Context: an optimization exercise on an open-source flow, tuned for small area and a short achievable clock period. The choices shown serve that exercise and are no tape-out recipe.
Only simulation tests tie the RTL to the original design; equivalence was not proved.
No driver is modelled on the clock port, so clocking that relies on it looks cheaper here than on a real chip.
Power figures rest on the tool's default switching activity, not on a simulated workload.

== P ==
==> flow/design.v <==
module sync_fifo_32x8 #(
  parameter DEPTH = 32,
  parameter WIDTH = 8
) (
  input clk, rst,
  input wr_en,
  input wire [WIDTH-1:0] din,
  output full,
  input rd_en,
  output reg [WIDTH-1:0] dout,
  output empty
);
  reg [WIDTH-1:0] fifo [0:DEPTH-1];
  reg [4:0] wr_ptr, rd_ptr;
  reg [7:0] rd_lo;             
  reg [3:0] rd_hi;             
  reg full_r, nempty_r;
  reg [7:0] wr_lo;             
  reg [3:0] wr_hi;             
  reg rd_byp;
  reg [WIDTH-1:0] wr_data;
  function [4:0] succ;
    input [4:0] p;
    succ = {p[3:0], p[4] ^ p[2] ^ (p[3:0] == 4'b0000)};
  endfunction
  wire [4:0] wr_nxt = succ(wr_ptr);
  wire [4:0] rd_nxt = succ(rd_ptr);
  wire almost_full  = (wr_nxt == rd_ptr);    
  wire almost_empty = (rd_nxt == wr_ptr);    
  wire wa = wr_en & ~full_r;
  wire ra = rd_en & nempty_r;
  wire [4:0] rd_new  = ra ? rd_nxt : rd_ptr;
  wire       byp_new = wa & (~nempty_r | (almost_empty & ra));
  reg [WIDTH-1:0] rdata;
  integer i, j;
  always @* begin
    rdata = wr_data & {WIDTH{rd_byp}};
    for (i = 0; i < DEPTH; i = i + 1)
      rdata = rdata | (fifo[i] & {WIDTH{rd_hi[i >> 3] & rd_lo[i & 7]}});
  end
  always @(posedge clk or posedge rst) begin
    if (rst) begin
      wr_ptr   <= 5'd0;
      rd_ptr   <= 5'd0;
      rd_lo    <= 8'd1;
      rd_hi    <= 4'd1;
      full_r   <= 1'b0;
      nempty_r <= 1'b0;
      wr_hi    <= 4'd0;
      rd_byp   <= 1'b0;
      dout     <= {WIDTH{1'b0}};
    end else begin
      if (wa) wr_ptr <= wr_nxt;
      rd_ptr   <= rd_new;
      rd_lo    <= 8'd1 << rd_new[2:0];
      rd_hi    <= byp_new ? 4'd0 : (4'd1 << rd_new[4:3]);
      rd_byp   <= byp_new;
      wr_hi    <= wa ? (4'd1 << wr_ptr[4:3]) : 4'd0;
      if (ra) dout <= rdata;
      full_r   <= full_r ? ~ra : (almost_full & wa & ~ra);
      nempty_r <= nempty_r ? ~(almost_empty & ra & ~wa) : wa;
    end
  end
  always @(posedge clk) begin
    wr_data <= din;
    wr_lo   <= 8'd1 << wr_ptr[2:0];
    for (j = 0; j < DEPTH; j = j + 1)
      if (wr_hi[j >> 3] & wr_lo[j & 7]) fifo[j] <= wr_data;
  end
  assign full  = full_r;
  assign empty = ~nempty_r;
endmodule
==> flow/config.mk <==
export PLATFORM = sky130hd
export DESIGN_NAME = sync_fifo_32x8
export DESIGN_NICKNAME = sync_fifo_32x8
export VERILOG_FILES = /design/flow/design.v
export SDC_FILE = /design/flow/constraint.sdc
export NUM_CORES = 4
export LEC_CHECK = 0
export CAP_MARGIN = 20
export CORE_MARGIN = 2
export CORE_UTILIZATION = 40
export CTS_CLUSTER_DIAMETER = 60
export CTS_CLUSTER_SIZE = 40
export PLACE_DENSITY = 0.6
export SETUP_SLACK_MARGIN = 1.5
export SLEW_MARGIN = 20
==> flow/constraint.sdc <==
create_clock -name core_clock -period 3.3 [get_ports {clk}]
set_input_delay 0.6600 -clock core_clock [delete_from_list [all_inputs] [get_ports {clk}]]
set_output_delay 0.6600 -clock core_clock [all_outputs]
set_load 0.01 [all_outputs]
standard.sh (not shown) runs the stock make flow with config.mk's settings and CLKGATE_MAP_FILE= SYNTH_SCRIPT=/design/flow/synth_recipe.tcl, a recipe that flattens the netlist after the stock synthesis.
==> flow/flow/run.sh <==
#!/bin/bash
# Own layout flow: the standard ORFS flow with three changes.
#  - The platform's don't-use list is extended by flow/dont_use.txt's extra
#    cells (a slow single-size gate and the delay cells), for synthesis,
#    port buffering and repair.
#  - The CTS step's repair is replaced by flow/post_cts.tcl, which drops the
#    clock tree's root buffer (the clock port then drives the tree's two
#    first-level buffers) and repairs timing in a few passes.
# Each step's output goes to its own log here; ORFS's per-tool logs are under
# orfs/logs/.
set -euo pipefail
W=$PWD
DU="$(tr '\n' ' ' < "$W/flow/dont_use.txt")"
bash standard.sh synth "DONT_USE_CELLS=$DU" > "$W/run_synth.log" 2>&1
bash standard.sh floorplan place "DONT_USE_CELLS=$DU" > "$W/run_place.log" 2>&1
bash standard.sh cts "DONT_USE_CELLS=$DU" SKIP_CTS_REPAIR_TIMING=1 "POST_CTS_TCL=$W/flow/post_cts.tcl" > "$W/run_cts.log" 2>&1
bash standard.sh finish "DONT_USE_CELLS=$DU" SKIP_CTS_REPAIR_TIMING=1 "POST_CTS_TCL=$W/flow/post_cts.tcl" > "$W/run_finish.log" 2>&1
==> flow/flow/post_cts.tcl <==
# Runs at the end of ORFS's CTS step (POST_CTS_TCL), with the CTS step's own
# repair skipped (SKIP_CTS_REPAIR_TIMING=1).
# 1. The clock tree's root buffer only drives the two buffers of the tree's
#    first level; drop it and let the clock port drive those two directly
#    (the port then feeds 2 cell pins). Every register keeps the same number
#    of buffers from the port, so no register's clock moves against another's.
# 2. Repair setup and hold as the CTS step would, in a few passes, but
#    letting the resizer pick cells of any footprint (detailed placement
#    legalizes the result).
set block [ord::get_db_block]
set root [$block findInst clkbuf_0_clk]
if {$root != "NULL"} {
  set rnet [[$root findITerm X] getNet]
  set pnet [[$root findITerm A] getNet]
  set n 0
  foreach it [$rnet getITerms] {
    if {[$it getInst] != $root} { incr n }
  }
  if {$n <= 4} {
    foreach it [$rnet getITerms] {
      if {[$it getInst] != $root} { $it disconnect; $it connect $pnet }
    }
    [$root findITerm A] disconnect
    odb::dbInst_destroy $root
    odb::dbNet_destroy $rnet
    puts "post_cts: removed clkbuf_0_clk, port drives $n buffers"
  }
}
estimate_parasitics -placement
puts "post_cts: before repair WS [sta::worst_slack_cmd max]"
set npass 3
if {[info exists ::env(FLOW_REPAIR_PASSES)]} { set npass $::env(FLOW_REPAIR_PASSES) }
for {set i 0} {$i < $npass} {incr i} {
  repair_timing -setup_margin $::env(SETUP_SLACK_MARGIN) -hold_margin 0 \
    -repair_tns 100 -verbose
  puts "post_cts: pass $i WS [sta::worst_slack_cmd max]"
}
detailed_placement
check_placement -verbose
estimate_parasitics -placement
puts "post_cts: after repair WS [sta::worst_slack_cmd max]"
Other scripts of this flow, unchanged in this note and not shown: flow/flow/dont_use.txt
> inputs changed (P -> Q)
- swapping 1.5 for 1.65 in SETUP_SLACK_MARGIN
-- flow/flow/post_cts.tcl --
<<< P, line 7
# 2. Repair setup and hold as the CTS step would, in a few passes, but
#    letting the resizer pick cells of any footprint (detailed placement
#    legalizes the result).
>>> Q, line 7
# 2. Repair setup and hold as the CTS step would, in a few passes.
<<< P, line 34
  repair_timing -setup_margin $::env(SETUP_SLACK_MARGIN) -hold_margin 0 \
    -repair_tns 100 -verbose
>>> Q, line 32
  repair_timing_helper
## What came out
Compared with P, in Q part of the total power dissipated in the clock network went up by 1.1 points, area fraction in and, or, nand and nor cells after synthesis essentially unchanged, proportion of total power due to net switching held steady.
Of P and Q, the run reporting the lower critical path depth was P.
In Q, the final cell count without fillers came out 36 above the value in P.
Slew of the pin with the lowest slew margin was higher in Q than in P.
Highest layer used for signal routing: met5 -> P, met4 -> Q
Q ends up with a count of routing violations after the opening detailed-route iteration that is about 17% higher than in P.
Q ends up with higher global-route met3 utilization than P does.
Relative to Q, the following input files were edited for R:
- swapping 40 for 60 in CORE_UTILIZATION
- swapping 0.6 for 0.72 in PLACE_DENSITY
- swapping 1.65 for 1.5 in SETUP_SLACK_MARGIN
Findings:
Compared to Q, R has starting density of the core 21 points higher. Relative to Q, final worst hold slack has increased by 0.011 ns in R. Power per cell area, R vs Q: down by a few percent.
### R -> S
- CTS_CLUSTER_DIAMETER: 60 -> 80
- CORE_UTILIZATION: 60 -> 40
- PLACE_DENSITY: 0.72 -> 0.6
- CTS_CLUSTER_SIZE: 40 -> 50
Findings:
S: worst-case headroom to the max-slew limit 12 points above R. Core region area is higher on S. Comparing sequential share of layout area for S and R, the bigger number came from S. S gives more relative contribution of combinational cells to total power than R did. Changes observed in S relative to R: highest clock frequency the design can meet moved up; area growth from synthesis to layout moved down.
diff inputs: S => T
- changing PLACE_DENSITY from 0.6 to 0.7
- changing CORE_UTILIZATION from 40 to 55
- changing CTS_CLUSTER_DIAMETER from 80 to 60
- changing CTS_CLUSTER_SIZE from 50 to 40
### Flow results
- Comparing S and T, the higher total global routing track utilization is on T.
- In terms of area of all placed cells without fillers, S and T differ only marginally.
- S -> T: count of standard-cell rows decreased by more than 10%
- Met1 usage in global routing: T higher than S
- S reports its beginning of the critical path as rd_lo[2] while T reports rd_hi[2].
- Between T and S, it is T whose met2 layer wire length in the routed design is lower, by 0.86%.
- Taking S as the reference, in T non-clock buffer total of the final layout higher; post-synthesis cell type count essentially unchanged; final cell count without fillers fell by 102.

-- afterwards: timing with drivers on the ports --
The results above use ideal ports. As a check the final layouts listed here were re-extracted and re-timed, cells and wires unchanged. Step 1 assumes that a clkbuf_16 drives the clock port and a buf_2 every other input. Step 2 moves the port delays by t, midway between the first and last clock arrival at a register: inputs arrive t later, outputs are due t later. That takes back most of the time a late clock gives input paths. a / b / c = ideal ports / drivers / drivers and shift; a / b = the first two.
run | t (ns) | setup WS [ns] | worst setup path after step 2 | worst data-port slew with drivers (ns) | cell pins on the clock port's net
P | 0.456 | 1.481 / 1.481 / 1.224 | input to register | 0.04 | 2
Q | 0.456 | 1.521 / 1.521 / 1.371 | input to register | 0.03 | 2
R | 0.452 | 1.462 / 1.462 / 1.188 | input to register | 0.03 | 2
S | 0.425 | 1.498 / 1.498 / 1.198 | input to register | 0.04 | 2
T | 0.442 | 1.446 / 1.446 / 1.230 | input to register | 0.03 | 2
After both steps setup and hold are still met in every run listed. For S, which loses most, drivers alone change the setup slack by 0.000 ns; drivers and shift together by -0.300 ns.
